This is an optimization exercise on Yosys and OpenROAD, whose aim is small area, a short achievable clock period and few clock cycles, not a production implementation.
The RTL was checked by simulation tests, not by an equivalence proof against the original design.

**flow/run.sh**
```bash
#!/bin/bash
# synth_recipe.tcl (not shown) runs the flow's synth.tcl, then flattens the netlist and writes it again
# the make line also repeats each setting of config.mk as NAME=value (left out here)
make -C /OpenROAD-flow-scripts/flow DESIGN_CONFIG=/design/flow/config.mk WORK_HOME=/design/flow/orfs CLKGATE_MAP_FILE= SYNTH_SCRIPT=/design/flow/synth_recipe.tcl finish
```
**flow/config.mk**
```make
export PLATFORM = sky130hd
export DESIGN_NAME = fpu
export DESIGN_NICKNAME = fpu
export VERILOG_FILES = /design/flow/design.v
export SDC_FILE = /design/flow/constraint.sdc
export NUM_CORES = 4
export LEC_CHECK = 0
export CAP_MARGIN = 20
export CORE_MARGIN = 2
export CORE_UTILIZATION = 40
export SLEW_MARGIN = 20
```
**flow/constraint.sdc**
```tcl
create_clock -name core_clock -period 65.0 [get_ports {clock}]
set_input_delay 13.0000 -clock core_clock [delete_from_list [all_inputs] [get_ports {clock}]]
set_output_delay 13.0000 -clock core_clock [all_outputs]
set_load 0.01 [all_outputs]
```
**flow/design.v**
```verilog
typedef struct packed {
  logic sign;
  logic [5 - 1:0] exp;
  logic [10 - 1:0] frac;
} fp16_t;
typedef struct packed {
  logic sign;
  logic [8 - 1:0] exp;
  logic [23 - 1:0] frac;
} fp32_t;
typedef struct packed {
  logic sign;
  logic [11 - 1:0] exp;
  logic [52 - 1:0] frac;
} fp64_t;
typedef enum logic[$clog2(10 + 1) - 1:0] {
  FPU_ADD,
  FPU_SUB,
  FPU_MUL,
  FPU_DIV,
  FPU_FMAD,
  FPU_FMS,
  FPU_FNMAD,
  FPU_FNMS,
  FPU_MAX,
  FPU_MIN
} fpuOp_t;
typedef struct packed {
  logic Z, C, N, V;
} condCode_t;
typedef struct packed {
  logic NV, DZ, OF, UF, NX;
} statusFlag_t;
typedef struct packed {
  logic OF, UF, NX;
} opStatusFlag_t;
typedef struct packed {
  logic lt, eq, gt;
} fpuComp_t;
module fpuAddSubAligner
  #(parameter int  FRACW = 10,
    parameter int  EXPW  = 5)
  (input  fp16_t                largeNum, smallNum,
   output fp16_t                alignedSmallNum,
   output logic [FRACW - 1:0] shiftedOut,
   output logic               sticky);
  logic [EXPW - 1:0] expDiff;
  logic [FRACW + 1:0] extFrac;
  always_comb begin
    expDiff = (largeNum.exp == EXPW'(0) ? EXPW'(1) : largeNum.exp) - (smallNum.exp == EXPW'(0) ? EXPW'(1) : smallNum.exp);
    alignedSmallNum.sign = smallNum.sign;
    {extFrac, shiftedOut} = {smallNum.exp != '0 ? 1'b1 : 1'b0, smallNum.frac, FRACW'(0)} >> expDiff;
    alignedSmallNum.exp = largeNum.exp;
    alignedSmallNum.frac = extFrac[FRACW - 1:0];
    sticky = (shiftedOut != FRACW'(0));
  end
endmodule
module fpuLZC
  #(parameter int WIDTH = 16,
              parameter int OUTWIDTH = $clog2(WIDTH + 1))
  (input  logic [WIDTH - 1:0]    lzcIn,
   output logic [OUTWIDTH - 1:0] lzcOut);
  always_comb begin
    lzcOut = WIDTH;
    for (int i = WIDTH - 1; i >= 0; i--) begin
      if (lzcIn[i] && lzcOut == WIDTH)
        lzcOut = WIDTH - i;
    end
  end
endmodule
module fpuTZC
  #(parameter int WIDTH = 16,
              parameter int OUTWIDTH = $clog2(WIDTH + 1))
  (input  logic [WIDTH - 1:0]    tzcIn,
   output logic [OUTWIDTH - 1:0] tzcOut);
  always_comb begin
    tzcOut = 0;
    for (int i = 0; i < WIDTH; i++) begin
      if (tzcIn[i] && tzcOut == 0)
        tzcOut = i;
    end
  end
endmodule
module fpuNormalizer
  #(parameter int FRACW = 10,
    parameter int EXPW = 5,
    parameter int EXP_MAX = 30,
    parameter int PFW = 10)
  (input  logic                     unnormSign,
   input  logic [1:0]               unnormInt,
   input  logic [PFW - 1:0]         unnormFrac,
   input  logic [EXPW - 1:0]        unnormExp,
   input  logic [EXPW - 1:0]        denormDiff,
   input  logic                     sticky,
   input  logic                     OFin,
   input  logic                     div,
   output fp16_t                    normOut,
   output opStatusFlag_t            opStatusFlags);
  logic [$clog2(PFW + 1) - 1:0] lzc;
  logic [PFW + 1:0] explicitSig;
  logic [FRACW - 1:0] roundedFrac;
  logic OF, UF, NX;
  logic preRoundOF;
  logic roundNormOF;
  assign OF = (preRoundOF | roundNormOF | OFin);
  assign opStatusFlags = {OF, UF, NX};
  logic [EXPW - 1:0] roundedExp;
  logic [EXPW - 1:0] preRoundExp;
  logic denormalized;
  assign denormalized = ((unnormExp == EXPW'(0)) & ~OFin);
  logic [PFW - 1:0] postDenormFrac;
  logic [FRACW - 1:0] denormShiftAmount;
  logic guard, round;
  logic denormGuard, denormRound;
  logic [PFW - 1:0] roundedPostDenormFrac;
  assign roundedPostDenormFrac = postDenormFrac;
  logic [1:0] postDenormInt;
  logic [EXPW - 1:0] absDenormDiff;
  fpuLZC #(.WIDTH(PFW)) fpuMulLZC(.lzcIn(unnormFrac), .lzcOut(lzc));
  always_comb begin
    normOut.exp = OF ? {FRACW{'1}} : roundedExp;
    postDenormInt = explicitSig[PFW + 1:PFW];
    if (denormalized) begin
      normOut.frac = OF ? FRACW'(0) :
                           roundedPostDenormFrac[PFW - 1:PFW - FRACW] + (denormRound & (denormGuard | sticky));
      if (denormDiff[EXPW - 1]) begin
        {postDenormInt, postDenormFrac} = (div) ? explicitSig >> denormShiftAmount : explicitSig << denormShiftAmount;
      end
      else begin
        {postDenormInt, postDenormFrac} = (div) ? explicitSig << denormShiftAmount : explicitSig >> denormShiftAmount;
      end
    end
    else begin
      postDenormFrac = (div) ? explicitSig[PFW - 1:PFW - FRACW] : explicitSig[PFW - FRACW:0];
      normOut.frac = OF ? FRACW'(0) : roundedFrac;
    end
  end
  always_comb begin
    normOut.sign = unnormSign;
    denormGuard = postDenormFrac[PFW - FRACW];
    denormRound = postDenormFrac[PFW - FRACW - 1];
    preRoundOF = 1'b0;
    absDenormDiff = (denormDiff[EXPW - 1]) ? ~(denormDiff) + EXPW'(1) : denormDiff;
    denormShiftAmount = (absDenormDiff + 1);
    if (unnormInt > 2'd1) begin
      preRoundExp = (denormalized) ? unnormExp : unnormExp + EXPW'(1);
      if (preRoundExp > EXP_MAX) begin
        preRoundOF = 1'b1;
      end
      explicitSig = {unnormInt, unnormFrac} >> 1;
      denormShiftAmount--;
    end
    else if (unnormInt == 2'b0) begin
      if (lzc <= unnormExp) begin
        preRoundExp = unnormExp - lzc;
        explicitSig = {unnormInt, unnormFrac} << lzc;
      end
      else begin
        preRoundExp = 0;
        explicitSig = {unnormInt, unnormFrac};
      end
    end
    else begin
      preRoundExp = unnormExp;
      explicitSig = {unnormInt, unnormFrac};
    end
    guard = (unnormInt > 2'd1) ? unnormFrac[PFW - FRACW + 1] : explicitSig[PFW - FRACW];
    round = (unnormInt > 2'd1) ? unnormFrac[PFW - FRACW] : explicitSig[PFW - FRACW - 1];
  end
  always_comb begin
    roundedExp = (denormalized && (postDenormInt != 2'd0)) ?
                 EXPW'(1) : preRoundExp;
    roundNormOF = 1'b0;
    if (round & (sticky | guard)) begin
      roundedFrac = explicitSig[PFW - 1:PFW - FRACW] + FRACW'(1);
      if (roundedFrac == '0) begin
        roundedExp = preRoundExp + EXPW'(1);
        if (roundedExp == 0 || roundedExp > EXP_MAX) begin
          roundNormOF = 1;
        end
      end
    end
    else if (guard & round & ~sticky) begin
      roundedFrac = explicitSig[PFW - 1:PFW - FRACW] & 16'hFFFD;
    end
    else begin
      roundedFrac = explicitSig[PFW - 1:PFW - FRACW];
    end
  end
  assign NX = (sticky | round);
  assign UF = ~OF && (roundedExp == 0 && roundedFrac != 0);
endmodule
module fpuAddSubSorter
  (input  fp16_t fpuIn1, fpuIn2,
   output fp16_t largeNum, smallNum);
  assign {largeNum, smallNum} = ({fpuIn1.exp, fpuIn1.frac} > {fpuIn2.exp, fpuIn2.frac}) ?
                                {fpuIn1, fpuIn2} : {fpuIn2, fpuIn1};
endmodule
module fpuIsSpecialValue
  #(parameter int FRACW = 10,
    parameter int EXPW = 5)
  (input  fp16_t  fpuIn,
   output logic inf, nan);
  always_comb begin
    inf = 1'b0;
    nan = 1'b0;
    if (fpuIn.exp == {EXPW{1'b1}}) begin
      if (fpuIn.frac == {FRACW{1'b0}}) begin
        inf = 1'b1;
      end
      else begin
        nan = 1'b1;
      end
    end
  end
endmodule
module fpuDivIter
  #(parameter int K = 5,
    parameter int NCYC = 4,
    parameter int T = K * NCYC)
  (input  logic        clock,
   input  logic        first,       
   input  logic        run,         
   input  logic [10:0] dividendSig,
   input  logic [10:0] divisor,
   output logic [19:0] quotient,
   output logic [19:0] quotientNext);
  logic [10:0] rem;
  logic [T - 1:0] q;
  logic [10:0] remIn [K + 1];
  logic [T - 1:0] qIn [K + 1];
  always_comb begin
    remIn[0] = first ? 11'd0 : rem;
    qIn[0] = first ? T'({dividendSig, 9'd0}) : q;
    for (int i = 0; i < K; i++) begin
      logic [11:0] shifted;
      logic [12:0] diff;
      shifted = {remIn[i], qIn[i][T - 1]};
      diff = {1'b0, shifted} - {2'b0, divisor};
      remIn[i + 1] = diff[12] ? shifted[10:0] : diff[10:0];
      qIn[i + 1] = {qIn[i][T - 2:0], ~diff[12]};
    end
  end
  always_ff @(posedge clock) begin
    if (run) begin
      rem <= remIn[K];
      q <= qIn[K];
    end
  end
  assign quotient = q[19:0];
  assign quotientNext = run ? qIn[K][19:0] : q[19:0];
endmodule
`default_nettype none
module fpuAddSub
  #(parameter int FRACW = 10,
    parameter int EXPW = 5,
    parameter int EXP_MAX = (1 << EXPW) - 2,
    parameter int BIAS = 15)
  (input  logic          sub,
   input  fp16_t           fpuIn1, fpuIn2,
   output fp16_t           fpuOut,
   output condCode_t     condCodes,
   output opStatusFlag_t opStatusFlags);
  logic Z, C, N, V;
  assign condCodes = {Z, C, N, V};
  logic sticky;
  logic effS1;
  logic effS2;
  assign effS1 = fpuIn1.sign;
  assign effS2 = fpuIn2.sign ^ sub;
  fp16_t largeNum;
  fp16_t smallNum;
  fpuAddSubSorter  sorter(.*);
  logic effSignLarge, effSignSmall;
  always_comb begin
    if (largeNum == fpuIn1) begin
      effSignLarge = effS1;
      effSignSmall = effS2;
    end
    else begin
      effSignLarge = effS2;
      effSignSmall = effS1;
    end
  end
  logic [FRACW - 1:0] shiftedOut;
  fp16_t alignedSmallNum;
  fpuAddSubAligner #(.FRACW(FRACW), .EXPW(EXPW)) aligner(.*);
  logic [2 * FRACW - 1:0] fracSum;
  logic [2 * FRACW:0] extLargeFrac;
  logic [2 * FRACW:0] extSmallFrac;
  logic [1:0] intPart;
  assign extLargeFrac = {~(largeNum.exp == 0), largeNum.frac, FRACW'(0)};
  assign extSmallFrac = {(alignedSmallNum == smallNum && smallNum.exp != EXPW'(0)), alignedSmallNum.frac, shiftedOut};
  assign {intPart, fracSum} = (effSignLarge == effSignSmall) ?
                              (extLargeFrac + extSmallFrac) :
                              (extLargeFrac - extSmallFrac);
  fp16_t normalizedOut;
  logic [EXPW - 1:0] denormDiff;
  fpuLZC #(.WIDTH(2 * FRACW)) LZC(.lzcIn(fracSum), .lzcOut(denormDiff));
  fpuNormalizer #(.FRACW(FRACW), .EXPW(EXPW), .EXP_MAX(EXP_MAX), .PFW(2 * FRACW))
                normalizer(.unnormSign(effSignLarge), .unnormInt(intPart),
                           .unnormFrac(fracSum),
                           .unnormExp(largeNum.exp),
                           .sticky,
                           .denormDiff(denormDiff + EXPW'(1)),
                           .OFin(1'b0),
                           .div(1'b0), .normOut(normalizedOut),
                           .opStatusFlags);
  assign Z = (normalizedOut == '0);
  assign C = 1'b0;
  assign N = normalizedOut.sign;
  assign V = 1'b0;
  assign fpuOut = normalizedOut;
endmodule
module fpuComp
  (input  fp16_t   fpuIn1, fpuIn2,
   input  logic  isInf1, isInf2,
   input  logic  isNaN1, isNaN2,
   output logic  lt, eq, gt);
  localparam int MAG_WIDTH = $bits(fpuIn1) - 1;
  logic [MAG_WIDTH - 1:0] mag1;
  logic [MAG_WIDTH - 1:0] mag2;
  logic magLt;
  logic magGt;
  logic noNaNs, noInfs;
  assign noNaNs = (~isNaN1 & ~isNaN2);
  assign noInfs = (~isInf1 & ~isInf2);
  assign mag1 = {fpuIn1.exp, fpuIn1.frac};
  assign mag2 = {fpuIn2.exp, fpuIn2.frac};
  assign magLt = (mag1 < mag2);
  assign magGt = (mag1 > mag2);
  assign lt = ((fpuIn1.sign & fpuIn2.sign & magGt) |
               (~fpuIn1.sign & ~fpuIn2.sign & magLt) |
               (fpuIn1.sign & ~fpuIn2.sign) |
               (isInf1 & fpuIn1.sign)) & noNaNs & ~(isInf2 & fpuIn2.sign);
  assign eq = ((fpuIn1 == fpuIn2) | (isInf1 & isInf2 & fpuIn1.sign == fpuIn2.sign)) & noNaNs;
  assign gt = ((fpuIn1.sign & fpuIn2.sign & magLt) |
               (~fpuIn1.sign & ~fpuIn2.sign & magGt) |
               (~fpuIn1.sign & fpuIn2.sign) |
               (isInf1 & ~fpuIn1.sign)) & noNaNs & ~(isInf2 & ~fpuIn2.sign);
endmodule
module fpuMulCore
  #(parameter int FRACW = 10,
    parameter int EXPW = 5,
    parameter int EXP_MAX = (1 << EXPW) - 1,
    parameter int BIAS = 15)
  (input  fp16_t           fpuIn1, fpuIn2,
   output fp16_t           fpuOut,
   output opStatusFlag_t   opStatusFlags);
  logic [1:0] sigMulOutInt;
  logic [2 * FRACW - 1:0] sigMulOutFrac;
  logic [FRACW:0] sigMulIn1;
  logic [FRACW:0] sigMulIn2;
  logic outSign;
  logic sticky;
  logic [EXPW - 1:0] unnormExp;
  assign outSign = fpuIn1.sign ^ fpuIn2.sign;
  logic OFin;
  logic expCarry;
  logic denorm;
  assign {expCarry, unnormExp} = fpuIn1.exp + fpuIn2.exp - BIAS;
  assign denorm = ((fpuIn1.exp + fpuIn2.exp) <= {expCarry, unnormExp});
  assign OFin = ((expCarry & ~denorm) | ~denorm & (unnormExp == {EXPW{1'b1}} | unnormExp > EXP_MAX));
  assign sigMulIn1 = (fpuIn1.exp == '0) ? {1'b0, fpuIn1.frac} : {1'b1, fpuIn1.frac};
  assign sigMulIn2 = (fpuIn2.exp == '0) ? {1'b0, fpuIn2.frac} : {1'b1, fpuIn2.frac};
  assign {sigMulOutInt, sigMulOutFrac} = sigMulIn1 * sigMulIn2;
  assign sticky = sigMulOutFrac[FRACW - 1:0] != 0;
  fpuNormalizer #(.FRACW(FRACW), .EXPW(EXPW), .EXP_MAX(EXP_MAX), .PFW(2 * FRACW))
                mulNormalizer(.unnormSign(outSign), .unnormInt(sigMulOutInt),
                              .unnormFrac(sigMulOutFrac),
                              .unnormExp(denorm ? EXPW'(0) : unnormExp),
                              .denormDiff(EXPW'(BIAS) - (fpuIn1.exp + fpuIn2.exp)),
                              .sticky,
                              .OFin, .div(1'b0), .normOut(fpuOut),
                              .opStatusFlags);
endmodule
module fpuDivisor
  #(parameter int FRACW = 10)
  (input  fp16_t            fpuIn2,
   output logic [FRACW:0]   divisor);
  logic [FRACW:0] divisorSig;
  logic [$clog2(FRACW + 1) - 1:0] divisorTZC;
  assign divisorSig = {~(fpuIn2.exp == 0), fpuIn2.frac};
  fpuTZC #(.WIDTH(FRACW)) tzc(.tzcIn(fpuIn2.frac), .tzcOut(divisorTZC));
  assign divisor = divisorSig >> divisorTZC;
endmodule
module fpuDivCore
  #(parameter int FRACW = 10,
    parameter int EXPW = 5,
    parameter int EXP_MAX = (1 << EXPW) - 2,
    parameter int BIAS = 15)
  (input  fp16_t                  fpuIn1, fpuIn2,
   input  logic [2 * FRACW - 1:0] significandDivOut,
   output fp16_t                  fpuOut,
   output opStatusFlag_t          opStatusFlags);
  logic [$clog2(FRACW + 1) - 1:0] divisorTZC;
  fpuTZC #(.WIDTH(FRACW)) tzc(.tzcIn(fpuIn2.frac), .tzcOut(divisorTZC));
  logic [2 * FRACW - 1:0] divOutFrac;
  logic outSign;
  assign outSign = fpuIn1.sign ^ fpuIn2.sign;
  logic [1:0] unnormInt;
  logic [2 * FRACW - 1:0] unnormFrac;
  logic expCarry;
  logic denorm;
  logic [EXPW - 1:0] unnormExp;
  logic OFin;
  logic [63:0] intShiftAmt;
  assign intShiftAmt = (FRACW + divisorTZC - 1);
  assign unnormInt = significandDivOut >> intShiftAmt;
  assign divOutFrac = significandDivOut & ((1 << (2 * FRACW - (divisorTZC + 1))) - 1);
  assign unnormFrac = divOutFrac << (FRACW - divisorTZC + 1);
  assign {expCarry, unnormExp} = fpuIn1.exp - fpuIn2.exp + BIAS;
  assign denorm = (fpuIn1.exp + BIAS <= fpuIn2.exp);
  assign OFin = ((expCarry & ~denorm) | ~denorm & (unnormExp == {EXPW{1'b1}} | unnormExp > EXP_MAX));
  fpuNormalizer #(.FRACW(FRACW), .EXPW(EXPW), .EXP_MAX(EXP_MAX), .PFW(2 * FRACW))
                divNormalizer(.unnormSign(outSign),
                              .unnormInt,
                              .unnormFrac,
                              .unnormExp(denorm ? EXPW'(0) : unnormExp),
                              .denormDiff(EXPW'(BIAS) + (fpuIn1.exp - fpuIn2.exp)),
                              .sticky(unnormFrac[FRACW - 1:0] != 0),
                              .OFin, .div(1'b1),
                              .normOut(fpuOut),
                              .opStatusFlags);
endmodule
module fpu
  (input  fp16_t          fpuIn1, fpuIn2, fpuIn3,
   input  logic [3:0]   op,
   input  logic         clock, reset, start,
   output fp16_t          fpuOut,
   output logic         fpuDone,
   output condCode_t    condCodes,
   output statusFlag_t  statusFlags,
   output fpuComp_t     comps);
  localparam int FRACW = 10;
  localparam int EXPW = 5;
  localparam int EXP_MAX = (1 << EXPW) - 2;
  localparam int BIAS = (1 << (EXPW - 1)) - 1;
  localparam logic [15:0] NAN = 16'h7E00;
  localparam int DIV_K = 5;
  localparam int DIV_NCYC = 4;
  localparam bit DIV_MERGED = 1'b0;
  localparam int DIV_LAT = DIV_MERGED ? DIV_NCYC : DIV_NCYC + 1;
  fp16_t a, b, c;
  logic [3:0] opr;
  always_ff @(posedge clock) begin
    a <= fpuIn1;
    b <= fpuIn2;
    c <= fpuIn3;
    opr <= op;
  end
  logic [2:0] cnt;
  logic [2:0] lat;
  logic opValid;
  logic isFMA;
  assign isFMA = opr[2] & ~opr[3];
  always_comb begin
    opValid = 1'b1;
    unique case (opr)
      FPU_DIV: lat = 3'(DIV_LAT);
      FPU_FMAD, FPU_FMS, FPU_FNMAD, FPU_FNMS: lat = 3'd2;
      FPU_ADD, FPU_SUB, FPU_MUL, FPU_MAX, FPU_MIN: lat = 3'd1;
      default: begin
        lat = 3'd1;
        opValid = 1'b0;
      end
    endcase
  end
  always_ff @(posedge clock, posedge reset) begin
    if (reset) begin
      cnt <= 3'd0;
      fpuDone <= 1'b0;
    end
    else begin
      if (cnt != 3'd0 || start)
        cnt <= cnt + 3'(cnt != 3'd7);
      if (cnt == lat && opValid)
        fpuDone <= 1'b1;
    end
  end
  logic isInf1, isInf2, isNaN1, isNaN2;
  fpuIsSpecialValue #(.FRACW(FRACW), .EXPW(EXPW))
                    specVal1(.fpuIn(a), .inf(isInf1), .nan(isNaN1)),
                    specval2(.fpuIn(b), .inf(isInf2), .nan(isNaN2));
  logic anyNaNs;
  assign anyNaNs = (isNaN1 | isNaN2);
  logic NV, DZ;
  assign NV = anyNaNs ||
              (isInf1 && isInf2 && (a.sign ^ b.sign) && (opr == FPU_ADD || opr == FPU_SUB)) ||
              ((opr == FPU_MUL) && (isInf1 && b == 0) || (isInf2 && a == 0)) ||
              ((opr == FPU_DIV) && (isInf1 && isInf2));
  assign DZ = (opr == FPU_DIV && {b.exp, b.frac} == 0);
  logic lt, eq, gt;
  fpuComp comp(.fpuIn1(a), .fpuIn2(b), .isInf1, .isInf2, .isNaN1, .isNaN2,
               .lt, .eq, .gt);
  fp16_t mulOut;
  opStatusFlag_t mulFlags;
  fpuMulCore #(.FRACW(FRACW), .EXPW(EXPW), .EXP_MAX(EXP_MAX), .BIAS(BIAS))
             mulCore(.fpuIn1(a), .fpuIn2(b), .fpuOut(mulOut), .opStatusFlags(mulFlags));
  fp16_t prod;
  always_ff @(posedge clock)
    prod <= mulOut;
  fp16_t addOut;
  condCode_t addCC;
  opStatusFlag_t addFlags;
  fpuAddSub #(.FRACW(FRACW), .EXPW(EXPW), .EXP_MAX(EXP_MAX), .BIAS(BIAS))
            adder(.sub(opr[0]), .fpuIn1(isFMA ? prod : a), .fpuIn2(isFMA ? c : b),
                  .fpuOut(addOut), .condCodes(addCC), .opStatusFlags(addFlags));
  logic [10:0] divisor;
  logic [19:0] quotient, quotientNext;
  fpuDivisor #(.FRACW(FRACW)) divisorSig(.fpuIn2(b), .divisor);
  fpuDivIter #(.K(DIV_K), .NCYC(DIV_NCYC))
             divIter(.clock, .first(cnt == 3'd1), .run(cnt != 3'd0 && cnt <= 3'(DIV_NCYC)),
                     .dividendSig({~(a.exp == 0), a.frac}), .divisor,
                     .quotient, .quotientNext);
  fp16_t divOut;
  opStatusFlag_t divFlags;
  fpuDivCore #(.FRACW(FRACW), .EXPW(EXPW), .EXP_MAX(EXP_MAX), .BIAS(BIAS))
             divCore(.fpuIn1(a), .fpuIn2(b),
                     .significandDivOut(DIV_MERGED ? quotientNext : quotient),
                     .fpuOut(divOut), .opStatusFlags(divFlags));
  fp16_t resOut;
  logic resZ, resN;
  opStatusFlag_t resFlags;
  always_comb begin
    resOut = 16'd0;
    resZ = 1'b0;
    resN = 1'b0;
    resFlags = 3'd0;
    unique case (opr)
      FPU_ADD, FPU_SUB, FPU_FMAD, FPU_FMS, FPU_FNMAD, FPU_FNMS: begin
        resOut = (anyNaNs) ? NAN : {addOut.sign ^ (opr[2] & opr[1]), addOut.exp, addOut.frac};
        resZ = addCC.Z;
        resN = addCC.N;
        resFlags = addFlags;
      end
      FPU_MUL: begin
        resOut = (anyNaNs) ? NAN : mulOut;
        resZ = (mulOut == '0);
        resN = mulOut.sign;
        resFlags = mulFlags;
      end
      FPU_DIV: begin
        resOut = (anyNaNs) ? NAN : divOut;
        resZ = (divOut == '0);
        resN = divOut.sign;
        resFlags = divFlags;
      end
      FPU_MAX: resOut = (gt) ? a : b;
      FPU_MIN: resOut = (lt) ? a : b;
      default: ;
    endcase
  end
  logic ccZ, ccN;
  always_ff @(posedge clock) begin
    fpuOut <= resOut;
    ccZ <= resZ;
    ccN <= resN;
    statusFlags <= {NV, DZ, resFlags};
    comps <= {lt, eq, gt};
  end
  assign condCodes = {ccZ, 1'b0, ccN, 1'b0};
endmodule
```
==> metrics.cfg <==
[clock_network]
cts_tree=built
numCtsBuffers=17
cts_resized=0
clkTransAtPathRegs_ns=0.08
post_cts_buffers=0
cts.hold.buffers_added=0
cts_max_path_buffers=2
htreeDepth=4
clkLatencyLatePin_ns=0.52
root_buffer=clkbuf_16
clkSinkCount=133

[placement]
place_area_um2=40100
hpwl_mm=140
io_buffers=81
gp_congestion=1.02
dp.cells=6575

[cells_and_area]
num-fill-cells=9971
nNetsFinal=5780
final_common_cell=nand2_1
post-route-cell-area_um2=40700
instances_no_fill=6608
synthToLayoutAreaGrowth_pct=7.62
drive_above_1_share_pct=7.84
layout_common_cells=nand2_1 (584), nor2_1 (547), a21oi_1 (423)
insertedDiodeCount=0

[route]
drc_errors=0
vias=44796
ant_nets=0
top_layer=met5
routedWlPerCell_um=26.9
met3WireLength_mm=18.8
finalWirelength_mm=178
dr.pass1.iters=9
viasPerCell=6.78
wl_met1_mm=76.5
drt_iter0_drc=6055
dr_wl_met2_mm=75.5

[timing]
min_period_over_period_pct=33.5
worst_slew_pin_slew_ns=1.19
fmax_mhz=46.0
fin_skew_ns=0.0208
slew_headroom_pct=19.7
slew_violations=0
hold_violations=0
min_period_ns=21.74
setup_tns_ns=0
rsz0062_at_grt=no
setup-violations-final=0
whs_ns=0.481

[critical_path]
worst-path-stages=76
setup.worst_path.class=flop to flop
cp_top_family=simple AND/OR/NAND/NOR gates
r2r_slack_ns=43.26
startpoint_type=flop
crit_top_cell=nand2_1
r2r_end=ccZ$_DFF_P_
r2r-start=opr[3]$_DFF_P_
critPathSlowestCell=dfxtp_1
ff2ff_path_depth=76
worstPathMaxFanout=54
required_ns=65.46
max_stage_delay_ns=0.71
worst_ep_arrival_time_ns=22.21
crit_path_end_kind=flop
path_buf_inv=13

[synthesis]
syn_inst=5416
synth_area_um2=37800
synth_seq_cells=133
ys_async_sr_fraction_pct=3.01
ys_types=145
synth-edff-count=31
synth.yosys.warnings=10
ys.flop_type=dfxtp_1
synth-seq-area-share_pct=7.91
syn_avg_cell_area_um2=6.98

[grt]
antenna_found_initial=8
grt_max_degree=55
grt_pass1_vias=41581
grt_overflow=0
track_usage_pct=35.1
grt_pass1_wl_mm=266

[hold_path]
min_path_cells=1
whs_endpoint=fpuDone$_DFFE_PP0P_
hold_path_class=flop to flop
worstHoldStart=fpuDone$_DFFE_PP0P_

[die]
die_y_um=311
io-pin-count=84
core_area_um2=93500
fp-row-count=112
fp.dieArea_um2=97000
start_util_pct=40.5
die_w_um=311

[flow_run]
cap_violations=0

[status]
outcome=no timing/DRC/antenna violations

-- flip-flops by register name, summed over array words and instances, names as in the netlist --
register / flops
a: 16
b: 16
c: 16
ccN: 1
ccZ: 1
cnt: 3
comps: 3
divIter.q: 20
divIter.rem: 11
fpuDone: 1
fpuOut: 16
lat: 3
opValid: 1
opr: 4
prod: 16
statusFlags: 5
-- worst max-delay path by stage --
| stage | startpoint | to |
|---|---|---|
| after detailed placement | opr[3]$_DFF_P_ | ccZ$_DFF_P_ |
| final | opr[3]$_DFF_P_ | ccZ$_DFF_P_ |
| after floorplan | opr[2]$_DFF_P_ | ccZ$_DFF_P_ |
| after global routing | opr[3]$_DFF_P_ | ccZ$_DFF_P_ |
| after global placement | opr[3]$_DFF_P_ | ccZ$_DFF_P_ |
| after CTS | opr[3]$_DFF_P_ | ccZ$_DFF_P_ |
-- worst reg2reg max path: cells and delay by family (launching register included) --
family	cells	cell delay (ns)
adders and majority gates	8	2.54
DFF	1	0.71
and+or+nand+nor	27	7.67
buffers and inverters	13	3.43
AOI/OAI and AO/OA	27	7.02
muxes	1	0.30
-- synth_stat cells (all sizes together), types with 42 or more instances --
cell type	n	share of area, %
a21oi	430	5.8
a21o	84	1.7
nor2	555	5.6
nand2	589	5.9
nand3	231	3.1
a22oi	42	0.85
or3	48	0.81
buf	78	1.2
fa	99	5.2
o21ai	326	4.3
o211ai	82	1.7
xor2	78	1.8
mux2i	89	2.4
o22ai	65	1.1
and2	92	1.5
nand4	78	1.4
nor4	85	1.7
a211oi	87	1.8
nand2b	51	0.84
ha	285	9.4
o31ai	52	1.1
dfxtp	98	5.2
clkbuf	236	2.3
and3	55	0.91
a31oi	104	1.8
inv	279	2.8
xnor2	169	3.9
nor3	154	2.2
mux2	45	1.3
-- per-stage QoR --
| stage | setup slack, ns | utilization [%] |
|---|---|---|
| 6_report | 43.26 | 43.5 |
| 5_1_grt | 41.61 | 43.5 |
| 4_1_cts | 43.68 | 43.5 |
| 3_5_place_dp | 43.79 | 42.9 |
| 3_3_place_gp | 44.32 | 42.9 |
| 2_1_floorplan | 47.65 | - |
-- logic make-up after synthesis --
logic type | share of synthesized area, %
AND/OR/NAND/NOR | 26.6
AO/OA/AOI/OAI | 33.3
buffers and inverters | 6.41
adder cells (fa/ha/maj) | 14.7
XOR/XNOR | 5.74
multiplexers | 5.28
flip-flops | 7.91
other | 0.00992
-- layer usage --
metal | vias to the layer above | global-route usage [%]
met1 | 21412 | 48.7
li1 | 20187 | -
met4 | 12 | 12.4
met2 | 2757 | 53.3
met3 | 428 | 7.41
met5 | - | 0
-- final cells by class --
class	count	area, µm²	share of cell area, %
repair buffers	219	1850	4.54
multi-input cells	4681	32600	80.0
inverters	289	1090	2.68
well taps	1254	1570	3.86
clock inverters	14	173	0.424
flip-flops and latches	133	2990	7.35
clock buffers	18	450	1.11
Testbench counts, summed over its fixed seeds: cycles 11,494.

-- what the ideal ports hide --
Ports are ideal in the flow. The routed layout listed here was re-timed in OpenROAD.
Step 1 assumes that a clkbuf_16 drives the clock port and a buf_2 every other input.
Step 2 times the ports against the registers' clock, not the clock port: input delays grow and output delays shrink by t, the midpoint of the rising clock arrivals with the driver on.
Slacks: no drivers / after step 1 / after step 2; pairs: no drivers / after step 1.
t, ns: 0.576
setup WS [ns]: 43.256 / 43.256 / 43.256
worst setup path after step 2: register to register
After both steps setup and hold are still met in this run. The setup slack of this run moves by 0.000 ns with the drivers and by 0.000 ns with both steps.
